This is an optimization exercise on Yosys and OpenROAD, whose aim is small area, a short achievable clock period and few clock cycles per item, not a production implementation. Where RTL was checked, it was by simulation tests only, not by an equivalence proof against the original.

==> build 41: inputs <==
==> flow/design.v (excerpt) <==
module SQRT(
	CLK, RST,
	START,
	DATA_IN,
	DATA_OUT,
	DONE
);
input			CLK, RST;
input			START;
input [15:0]	DATA_IN;
output [15:0]	DATA_OUT;
output			DONE;
reg			done_r;		 
reg			init_r;		 
reg [2:0]	iter;		 
reg			first;		 
reg [1:0]	nib;		 
reg [15:0]	X;			 
reg [15:0]	G;			 
reg [11:0]	A;			 
reg [7:0]	R;			 
function [8:0] DSTEP;
	input [7:0] r;
	input       b;
	input [7:0] d;
	reg   [9:0] t;
	begin
		t = {1'b0, r, b} - {2'b00, d};
		if (t[9])
			DSTEP = {1'b0, r[6:0], b};
		else
			DSTEP = {1'b1, t[7:0]};
	end
endfunction
wire [7:0]	gi    = G[15:8];
wire		last  = (nib == 2'd3);
reg [3:0]	xb;
always @(*) begin
	case (nib)
	2'd0: xb = X[15:12];
	2'd1: xb = X[11:8];
	2'd2: xb = X[7:4];
	default: xb = X[3:0];
	endcase
end
wire [7:0]	r0 = first ? (nib[0] ? {4'b0000, X[15:12]} : 8'd0) : R;
wire [8:0]	s3 = DSTEP(r0,       xb[3], gi);
wire [8:0]	s2 = DSTEP(s3[7:0],  xb[2], gi);
wire [8:0]	s1 = DSTEP(s2[7:0],  xb[1], gi);
wire [8:0]	s0 = DSTEP(s1[7:0],  xb[0], gi);
  ...
==> module SQRT, before the edit <==
module SQRT(
	CLK, RST,
	START,
	DATA_IN,
	DATA_OUT,
	DONE
);
input			CLK, RST;
input			START;
input [15:0]	DATA_IN;
output [15:0]	DATA_OUT;
output			DONE;
reg			done_r;		 
reg			init_r;		 
reg [2:0]	iter;		 
reg			first;		 
reg [1:0]	nib;		 
reg [15:0]	X;			 
reg [15:0]	G;			 
reg [11:0]	A;			 
reg [7:0]	R;			 
function [8:0] DSTEP;
	input [7:0] r;
	input       b;
	input [7:0] d;
	reg   [9:0] t;
	begin
		t = {1'b0, r, b} - {2'b00, d};
		if (t[9])
			DSTEP = {1'b0, r[6:0], b};
		else
			DSTEP = {1'b1, t[7:0]};
	end
endfunction
wire [7:0]	gi    = G[15:8];
wire		last  = (nib == 2'd3);
reg [3:0]	xb;
always @(*) begin
	case (nib)
	2'd0: xb = X[15:12];
	2'd1: xb = X[11:8];
	2'd2: xb = X[7:4];
	default: xb = X[3:0];
	endcase
end
wire [7:0]	r0 = first ? (nib[0] ? {4'b0000, X[15:12]} : 8'd0) : R;
wire [8:0]	s3 = DSTEP(r0,       xb[3], gi);
wire [8:0]	s2 = DSTEP(s3[7:0],  xb[2], gi);
wire [8:0]	s1 = DSTEP(s2[7:0],  xb[1], gi);
wire [8:0]	s0 = DSTEP(s1[7:0],  xb[0], gi);
wire [3:0]	qn = {s3[8], s2[8], s1[8], s0[8]};
reg [3:0]	gb;
always @(*) begin
	case (nib)
	2'd0: gb = G[15:12];
	2'd1: gb = G[11:8];
	2'd2: gb = G[7:4];
	default: gb = G[3:0];
	endcase
end
wire [11:0]	ain = first ? {8'd0, nib[0] ? G[15:12] : 4'd0} : A;
wire [4:0]	lo  = {1'b0, gb} + {1'b0, qn};
wire [15:0]	sum = {ain + {11'd0, lo[4]}, lo[3:0]};
function SKIPS;
	input [11:0] h;		 
	input [3:0]  xt;	 
	begin
		SKIPS = (|h[11:9]) | (xt < h[8:5]);
	end
endfunction
wire		skn = SKIPS(sum[15:4], X[15:12]);
wire [15:0]	ea  = {X[15:4], 4'b0000};
wire [15:0]	eb  = ~{3'b000, X[15:4], 1'b0};
wire [15:0]	ek  = 16'h0038;
wire [15:0]	ex  = ea ^ eb ^ ek;
wire [15:0]	ec  = (ea & eb) | (ek & (ea ^ eb));
wire [15:0]	ey  = {ec[14:0], 1'b1};
reg  [15:0]	g0;
reg  [16:0]	gc;
integer		j;
always @(*) begin
	gc[0] = 1'b0;
	for (j = 0; j < 16; j = j + 1) begin
		g0[j]   = ex[j] ^ ey[j] ^ gc[j];
		gc[j+1] = (ex[j] & ey[j]) | (gc[j] & (ex[j] ^ ey[j]));
	end
end
wire		take = done_r & START;
wire		sk_in = |X[15:8] | (&X[7:4]);
always @(posedge CLK or posedge RST) begin
	if (RST)
		init_r <= 1'b0;
	else
		init_r <= take;
end
always @(posedge CLK or posedge RST) begin
	if (RST)
		done_r <= 1'b1;
	else if (done_r)
		done_r <= ~START;
	else if (!init_r && last && iter == 3'd4)
		done_r <= 1'b1;
end
always @(posedge CLK) begin
	R   <= s0[7:0];
	A   <= sum[11:0];
end
always @(posedge CLK) begin
	if (take)
		X     <= DATA_IN;
	if (init_r) begin
		G     <= g0;
		iter  <= 3'd0;
		first <= 1'b1;
		nib   <= {1'b0, sk_in};
	end else if (!done_r) begin
		if (last) begin
			G     <= {1'b0, sum[15:1]};
			iter  <= iter + 3'd1;
			first <= 1'b1;
			nib   <= {1'b0, skn};
		end else begin
			first <= 1'b0;
			nib   <= nib + 2'd1;
		end
	end
end
assign DONE     = done_r;
assign DATA_OUT = G;
endmodule
Settings: LEC_CHECK=0, ABC_AREA=1, CAP_MARGIN=20, CORE_MARGIN=2, CORE_UTILIZATION=40, CTS_BUF_LIST=sky130_fd_sc_hd__clkbuf_4, SLEW_MARGIN=20; clock period 34.0 ns.
standard.sh (not shown) runs the stock make flow with config.mk's settings and CLKGATE_MAP_FILE= SYNTH_SCRIPT=/design/flow/synth_recipe.tcl, a recipe that flattens the netlist after the stock synthesis.
==> flow/flow/run.sh <==
#!/bin/bash
set -euo pipefail
bash standard.sh SETUP_SLACK_MARGIN=25.5 "BUFFER_PORTS_ARGS=-buffer_cell sky130_fd_sc_hd__buf_2" finish > make_finish.log 2>&1
==> inputs of build 88, as changes to build 41 <==
--- a/flow/design.v
+++ b/flow/design.v
@@ -11,7 +11,6 @@
 output [15:0]	DATA_OUT;
 output			DONE;
 reg			done_r;		 
-reg			init_r;		 
 reg [2:0]	iter;		 
 reg			first;		 
 reg [1:0]	nib;		 
@@ -23,13 +22,28 @@
 	input [7:0] r;
 	input       b;
 	input [7:0] d;
-	reg   [9:0] t;
+	reg   [7:0] t, g, p, gn, pn;
+	reg         q;
+	integer     i, k;
 	begin
-		t = {1'b0, r, b} - {2'b00, d};
-		if (t[9])
-			DSTEP = {1'b0, r[6:0], b};
-		else
-			DSTEP = {1'b1, t[7:0]};
+		t = {r[6:0], b};
+		for (i = 0; i < 8; i = i + 1) begin
+			g[i] = ~t[i] & d[i];
+			p[i] = ~(t[i] ^ d[i]);
+		end
+		for (k = 1; k < 8; k = k * 2) begin
+			gn = g; pn = p;
+			for (i = k; i < 8; i = i + 1) begin
+				gn[i] = g[i] | (p[i] & g[i-k]);
+				pn[i] = p[i] & p[i-k];
+			end
+			g = gn; p = pn;
+		end
+		q = r[7] | ~g[7];
+		DSTEP[8] = q;
+		DSTEP[0] = q ? (t[0] ^ d[0]) : t[0];
+		for (i = 1; i < 8; i = i + 1)
+			DSTEP[i] = q ? (t[i] ^ d[i] ^ g[i-1]) : t[i];
 	end
 endfunction
 wire [7:0]	gi    = G[15:8];
@@ -59,8 +73,10 @@
 	endcase
 end
 wire [11:0]	ain = first ? {8'd0, nib[0] ? G[15:12] : 4'd0} : A;
+wire [11:0]	hi0 = ain;
+wire [11:0]	hi1 = ain + 12'd1;
 wire [4:0]	lo  = {1'b0, gb} + {1'b0, qn};
-wire [15:0]	sum = {ain + {11'd0, lo[4]}, lo[3:0]};
+wire [15:0]	sum = {lo[4] ? hi1 : hi0, lo[3:0]};
 function SKIPS;
 	input [11:0] h;		 
 	input [3:0]  xt;	 
@@ -68,37 +84,23 @@
 		SKIPS = (|h[11:9]) | (xt < h[8:5]);
 	end
 endfunction
-wire		skn = SKIPS(sum[15:4], X[15:12]);
-wire [15:0]	ea  = {X[15:4], 4'b0000};
-wire [15:0]	eb  = ~{3'b000, X[15:4], 1'b0};
+wire		sk0 = SKIPS(hi0, X[15:12]);
+wire		sk1 = SKIPS(hi1, X[15:12]);
+wire		skn = lo[4] ? sk1 : sk0;
+wire [15:0]	ea  = {DATA_IN[15:4], 4'b0000};
+wire [15:0]	eb  = ~{3'b000, DATA_IN[15:4], 1'b0};
 wire [15:0]	ek  = 16'h0038;
 wire [15:0]	ex  = ea ^ eb ^ ek;
 wire [15:0]	ec  = (ea & eb) | (ek & (ea ^ eb));
-wire [15:0]	ey  = {ec[14:0], 1'b1};
-reg  [15:0]	g0;
-reg  [16:0]	gc;
-integer		j;
-always @(*) begin
-	gc[0] = 1'b0;
-	for (j = 0; j < 16; j = j + 1) begin
-		g0[j]   = ex[j] ^ ey[j] ^ gc[j];
-		gc[j+1] = (ex[j] & ey[j]) | (gc[j] & (ex[j] ^ ey[j]));
-	end
-end
+wire [15:0]	g0  = ex + {ec[14:0], 1'b1};
 wire		take = done_r & START;
-wire		sk_in = |X[15:8] | (&X[7:4]);
-always @(posedge CLK or posedge RST) begin
-	if (RST)
-		init_r <= 1'b0;
-	else
-		init_r <= take;
-end
+wire		sk_in = |DATA_IN[15:8] | (&DATA_IN[7:4]);
 always @(posedge CLK or posedge RST) begin
 	if (RST)
 		done_r <= 1'b1;
 	else if (done_r)
 		done_r <= ~START;
-	else if (!init_r && last && iter == 3'd4)
+	else if (last && iter == 3'd4)
 		done_r <= 1'b1;
 end
 always @(posedge CLK) begin
@@ -106,9 +108,8 @@
 	A   <= sum[11:0];
 end
 always @(posedge CLK) begin
-	if (take)
+	if (take) begin
 		X     <= DATA_IN;
-	if (init_r) begin
 		G     <= g0;
 		iter  <= 3'd0;
 		first <= 1'b1;
Settings changed: CTS_BUF_LIST sky130_fd_sc_hd__clkbuf_4 to not set.
==> comparison table <==
Crit-path slowest cell: build 41 edfxtp_1; build 88 ha_1
Post-synthesis cell area: build 41 5112 µm²; build 88 5782 µm²
Count of unique library cells instantiated by Yosys: build 41 43; build 88 46
Routing usage on met3: build 41 4.480%; build 88 2.324%
Result of the run: build 41 finished clean; build 88 finished clean
Cell Rows: build 41 41; build 88 43
Inverters excl. clock: build 41 113; build 88 139
Area after DPL: build 41 5472 µm²; build 88 6225 µm²
End point of the worst hold path: build 41 iter[2]$_SDFFE_PP0P_; build 88 done_r$_DFF_PP1_
Die area: build 41 13700 µm²; build 88 15430 µm²
Portion of the post-synthesis area used by sequential elements: build 41 30.18%; build 88 26.25%
Worst-path clk slew: build 41 0.11 ns; build 88 0.06 ns
Crit-path max FO: build 41 8; build 88 4
Startpoint Class: build 41 flop; build 88 input pin
Number of global-route vias before repair: build 41 4372; build 88 5101
NonClk Buf Share: build 41 5.202%; build 88 6.162%
Standard cell core area: build 41 12570 µm²; build 88 13990 µm²
Compound-gate portion of the synthesized area: build 41 10.33%; build 88 9.976%
Net count reported at finish: build 41 804; build 88 976
Non-clock buffer count: build 41 53; build 88 67
Share of flip-flops with an asynchronous set or reset: build 41 3.333%; build 88 1.695%
Slew Limit Headroom: build 41 45.33%; build 88 46.08%
Testbench counts of build 88, summed over its fixed seeds: cycles 32,821, items 2,048.
For build 41, only the layout was checked, not whether the RTL still works.

re-timing with driven ports:
The results above use ideal ports. As a check the final layouts listed here were re-extracted and re-timed, cells and wires unchanged. Step 1: set_driving_cell puts a clkbuf_16 on CLK and a buf_2 on each other input, an assumption about the parent block. Step 2 times the ports against the registers' clock, not the clock port: input delays grow and output delays shrink by t, the midpoint of the rising clock arrivals with the driver on. a / b / c = ideal / step 1 / step 2; a / b = the first two.
| run | shift t [ns] | setup WS [ns] | hold slack, ns | latest minus earliest clock arrival (ns) | worst data-port slew with drivers (ns) |
|---|---|---|---|---|---|
| build 41 | 0.443 | 25.925 / 25.925 / 25.925 | 0.473 / 0.473 / 0.473 | 0.013 / 0.013 | 0.03 |
| build 88 | 0.368 | 25.582 / 25.601 / 25.233 | 0.444 / 0.444 / 0.444 | 0.007 / 0.007 | 0.04 |
After both steps setup and hold are still met in every run listed. The setup slack of build 88, which loses most, moves by +0.019 ns with the drivers and by -0.349 ns with both steps.
